Source: an optimization exercise on an open RTL-to-GDS flow (aim: small area). Production flows keep margins and buffers that such runs may drop.
The RTL was checked by simulation tests, not by an equivalence proof against the original design.
Power is estimated from default activity; no workload was simulated.

==> flow/design.v <==
module LAB4_legacy_4014 ( clk, reset, bit4_player2, bit4_password, bit4_setDigit_units, bit4_setDigit_tens, pushButton_RNG, pushButton_player2, pushButton_password,
		        seg7_CPU, seg7_player2, seg7_sum,seg7_units, seg7_tens, hexFdetection_led_red, hexFdetection_led_green, accessControl_led_red, accessControl_led_green);
input clk, reset;
input pushButton_RNG, pushButton_player2, pushButton_password;
input [3:0] bit4_player2, bit4_password;
input [3:0] bit4_setDigit_tens, bit4_setDigit_units;
output hexFdetection_led_red, hexFdetection_led_green, accessControl_led_red, accessControl_led_green;
output [6:0] seg7_CPU, seg7_player2, seg7_sum, seg7_units, seg7_tens;
reg pw_p, pw_q, p2_p, p2_q;
always @(posedge clk) begin
	pw_p <= reset & ~pw_q & ~pushButton_password;
	pw_q <= reset & (~pushButton_password | pw_p);
	p2_p <= reset & ~p2_q & ~pushButton_player2;
	p2_q <= reset & (~pushButton_player2 | p2_p);
end
wire pw = pw_p;
localparam S1 = 4'd0, S2 = 4'd1, S3 = 4'd2, S4 = 4'd3, S5 = 4'd4, S6 = 4'd5, S7 = 4'd6, S8 = 4'd7,
           S9 = 4'd8, S10 = 4'd9, S11 = 4'd10, S12 = 4'd11, PA = 4'd12, PA2 = 4'd13, PA3 = 4'd14;
reg [3:0] st;
reg bad, green, en_g, en_i, reconfig, wd, ld2, incr;
wire timeout, t10i;
wire in_s10 = (st == S10);
wire wrong = (st == S1 && bit4_password != 4'd4) || (st == S2 && bit4_password != 4'd0) ||
             (st == S3 && bit4_password != 4'd1) || (st == S4 && bit4_password != 4'd4);
always @(posedge clk) begin
	if (reset == 0) begin
		st <= S1;
		bad <= 0; green <= 0; en_g <= 0; en_i <= 0; reconfig <= 0; wd <= 0; ld2 <= 0; incr <= 0;
	end else begin
		incr <= in_s10 & ~pushButton_RNG;
		ld2 <= in_s10 & p2_p;
		en_g <= in_s10;
		wd <= (st == PA) & (t10i | wd);
		reconfig <= ((st == S8) & pw) | ((st == PA2) & t10i);
		if (st == S1) green <= 0;
		else if (st == S7) green <= 1;
		if (st == S6) bad <= 0;
		else if (pw & wrong) bad <= 1;
		case (st)
			S1, S8: en_i <= 0;
			S10: en_i <= ~timeout & pw;
			PA: en_i <= en_i & ~t10i & ~pw;
			PA2: en_i <= t10i | ~pw;
			default: ;
		endcase
		case (st)
			S1: if (pw) st <= S2;
			S2: if (pw) st <= S3;
			S3: if (pw) st <= S4;
			S4: if (pw) st <= S5;
			S5: st <= bad ? S6 : S7;
			S6: st <= S1;
			S7: st <= S8;
			S8: if (pw) st <= S9;
			S9: if (pw) st <= S10;
			S10: if (timeout) st <= S11; else if (pw) st <= PA;
			PA: if (wd & pw) st <= S10; else if (~t10i & pw) st <= PA2;
			PA2: if (t10i) st <= S8; else if (pw) st <= PA3;
			PA3: st <= S1;
			S11: if (pw) st <= S12;
			S12: if (pw) st <= S8;
			default: st <= S1;
		endcase
	end
end
assign accessControl_led_green = green;
assign accessControl_led_red = ~green;
localparam K1 = 99, K2 = 100, K3 = 10;
reg [6:0] c1;
reg t1g, t1i;
always @(posedge clk) begin
	if (en_g & en_i) c1 <= 7'd1;
	else if ((en_g | en_i) & (c1 != K1)) c1 <= c1 + 7'd1;
	else c1 <= 7'd0;
	t1g <= reset & en_g & (c1 == K1);
	t1i <= reset & en_i & ~en_g & (c1 == K1);
end
reg [6:0] c100g, c100i;
reg [3:0] c10g, c10i;
reg t100g, t100i, t10g, t10i_r;
always @(posedge clk) begin
	if (reset == 0) begin
		c100g <= 0; c100i <= 0; c10g <= 0; c10i <= 0;
		t100g <= 0; t100i <= 0; t10g <= 0; t10i_r <= 0;
	end else begin
		t100g <= t1g & (c100g == K2);
		if (t1g) c100g <= (c100g == K2) ? 7'd0 : c100g + 7'd1;
		t100i <= t1i & (c100i == K2);
		if (t1i) c100i <= (c100i == K2) ? 7'd0 : c100i + 7'd1;
		t10g <= t100g & (c10g == K3);
		if (t100g) c10g <= (c10g == K3) ? 4'd0 : c10g + 4'd1;
		t10i_r <= t100i & (c10i == K3);
		if (t100i) c10i <= (c10i == K3) ? 4'd0 : c10i + 4'd1;
	end
end
assign t10i = t10i_r;
wire decrement = t10g;
reg [3:0] du, dt;
reg dnb_u, dnb_t, borrow;
always @(posedge clk) begin
	if (reset == 0) begin
		du <= 0; dt <= 0; dnb_u <= 1; dnb_t <= 1; borrow <= 0;
	end else if (reconfig) begin
		dnb_u <= (bit4_setDigit_units == 0);
		if (bit4_setDigit_units > 9) du <= 4'd9;
		else if (bit4_setDigit_units != 0) du <= bit4_setDigit_units;
		dnb_t <= (bit4_setDigit_tens == 0);
		if (bit4_setDigit_tens > 9) dt <= 4'd9;
		else if (bit4_setDigit_tens != 0) dt <= bit4_setDigit_tens;
	end else begin
		borrow <= 0;
		if (decrement) begin
			if (du == 0) begin
				if (dnb_t) dnb_u <= 1;
				else begin borrow <= 1; du <= 4'd9; end
			end else begin
				du <= du - 4'd1;
				if (du == 1 && dnb_t) dnb_u <= 1;
			end
		end
		if (borrow) begin
			if (dt == 0) dnb_t <= 1;
			else begin
				dt <= dt - 4'd1;
				if (dt == 1) dnb_t <= 1;
			end
		end
	end
end
assign timeout = dnb_u;
reg [3:0] cpu, p2;
always @(posedge clk) begin
	if (reset == 0) begin
		cpu <= 0; p2 <= 0;
	end else begin
		if (incr | (cpu == 4'd15)) cpu <= cpu + 4'd1;
		if (ld2) p2 <= bit4_player2;
	end
end
wire [3:0] sum = cpu + p2;
assign hexFdetection_led_green = (sum == 4'hf);
assign hexFdetection_led_red = ~hexFdetection_led_green;
localparam [15:0] G0 = 16'b0010100000010010, G1 = 16'b1101100001100010, G2 = 16'b1101000000000110, G3 = 16'b1000010010010010, G4 = 16'b0000001010111000, G5 = 16'b0010000010001100, G6 = 16'b0001000010000011;
localparam [15:0] D0 = 16'b0000000000010010, D1 = 16'b0000000001100010, D2 = 16'b0000000000000110, D3 = 16'b0000000010010010, D4 = 16'b1010101010111000, D5 = 16'b0000000010001100, D6 = 16'b0000000010000011;
function [6:0] seg;
	input [3:0] d;
	seg = {G6[d], G5[d], G4[d], G3[d], G2[d], G1[d], G0[d]};
endfunction
function [6:0] segd;
	input [3:0] d;
	segd = {D6[d], D5[d], D4[d], D3[d], D2[d], D1[d], D0[d]};
endfunction
assign seg7_CPU = seg(cpu);
assign seg7_player2 = seg(p2);
assign seg7_sum = seg(sum);
assign seg7_tens = segd(dt);
assign seg7_units = segd(du);
endmodule
export LEC_CHECK = 0
export CAP_MARGIN = 20
export CORE_MARGIN = 2
export CORE_UTILIZATION = 40
export SLEW_MARGIN = 20
create_clock -name core_clock -period 10.0 [get_ports {clk}]
standard.sh (not shown) runs the stock make flow with config.mk's settings and CLKGATE_MAP_FILE= SYNTH_SCRIPT=/design/flow/synth_recipe.tcl, a recipe that flattens the netlist after the stock synthesis.
==> flow/flow/run.sh <==
#!/bin/bash
# Standard layout, with the smallest buffer on the ports and a lighter clock tree.
set -euo pipefail
CTS="-sink_clustering_enable -repair_clock_nets -dont_use_dummy_load"
CTS="$CTS -buf_list sky130_fd_sc_hd__clkbuf_4 -root_buf sky130_fd_sc_hd__clkbuf_4"
CTS="$CTS -sink_clustering_size 30 -sink_clustering_max_diameter 80"
bash standard.sh \
  "BUFFER_PORTS_ARGS=-buffer_cell sky130_fd_sc_hd__buf_1" \
  "CTS_ARGS=$CTS" \
  finish > standard.log 2>&1
Then changed:
==> flow/run.sh (new file) <==
#!/bin/bash
# synth_recipe.tcl (not shown) runs the flow's synth.tcl, then flattens the netlist and writes it again
# the make line also repeats each setting of config.mk as NAME=value (left out here)
make -C /OpenROAD-flow-scripts/flow DESIGN_CONFIG=/design/flow/config.mk WORK_HOME=/design/flow/orfs CLKGATE_MAP_FILE= SYNTH_SCRIPT=/design/flow/synth_recipe.tcl finish
removed: flow/flow/run.sh
removed: flow/standard.sh
Outcome:
- clock power rose by 110%
- global-route usage rose by 0.64 points
- flip-flop and latch count is unchanged
- routed wire length rose by 2.9%
- first-iteration DRC count fell by 32%
- utilization rose by 4.9 points
- cell area rose by about 11%
- power rose by 30%
- cell count rose by about 1%
- via count rose by about 0.9%
- non-clock buffer count is unchanged

-- separate check: timing with driven ports --
The results above use ideal ports. As a check the final layouts listed here were re-extracted and re-timed, cells and wires unchanged.
Step 1, drivers: a clkbuf_16 drives clk and a buf_2 each remaining input, both assumed.
Step 2 times the ports against the registers' clock, not the clock port: input delays grow and output delays shrink by t, the midpoint of the rising clock arrivals with the driver on.
Three values: ideal, step 1, step 2; two values: the first two.
run | t, ns | setup slack, ns | worst hold slack (ns) | latest minus earliest clock arrival (ns) | worst register clock-pin slew, ns
the first run | 0.411 | 5.393 / 5.365 / 5.777 | 0.396 / 0.396 / 0.396 | 0.033 / 0.033 | 0.11 / 0.11
the second run | 0.381 | 5.065 / 5.032 / 5.412 | 0.390 / 0.390 / 0.390 | 0.011 / 0.011 | 0.08 / 0.08
After both steps every run listed still meets setup and hold.
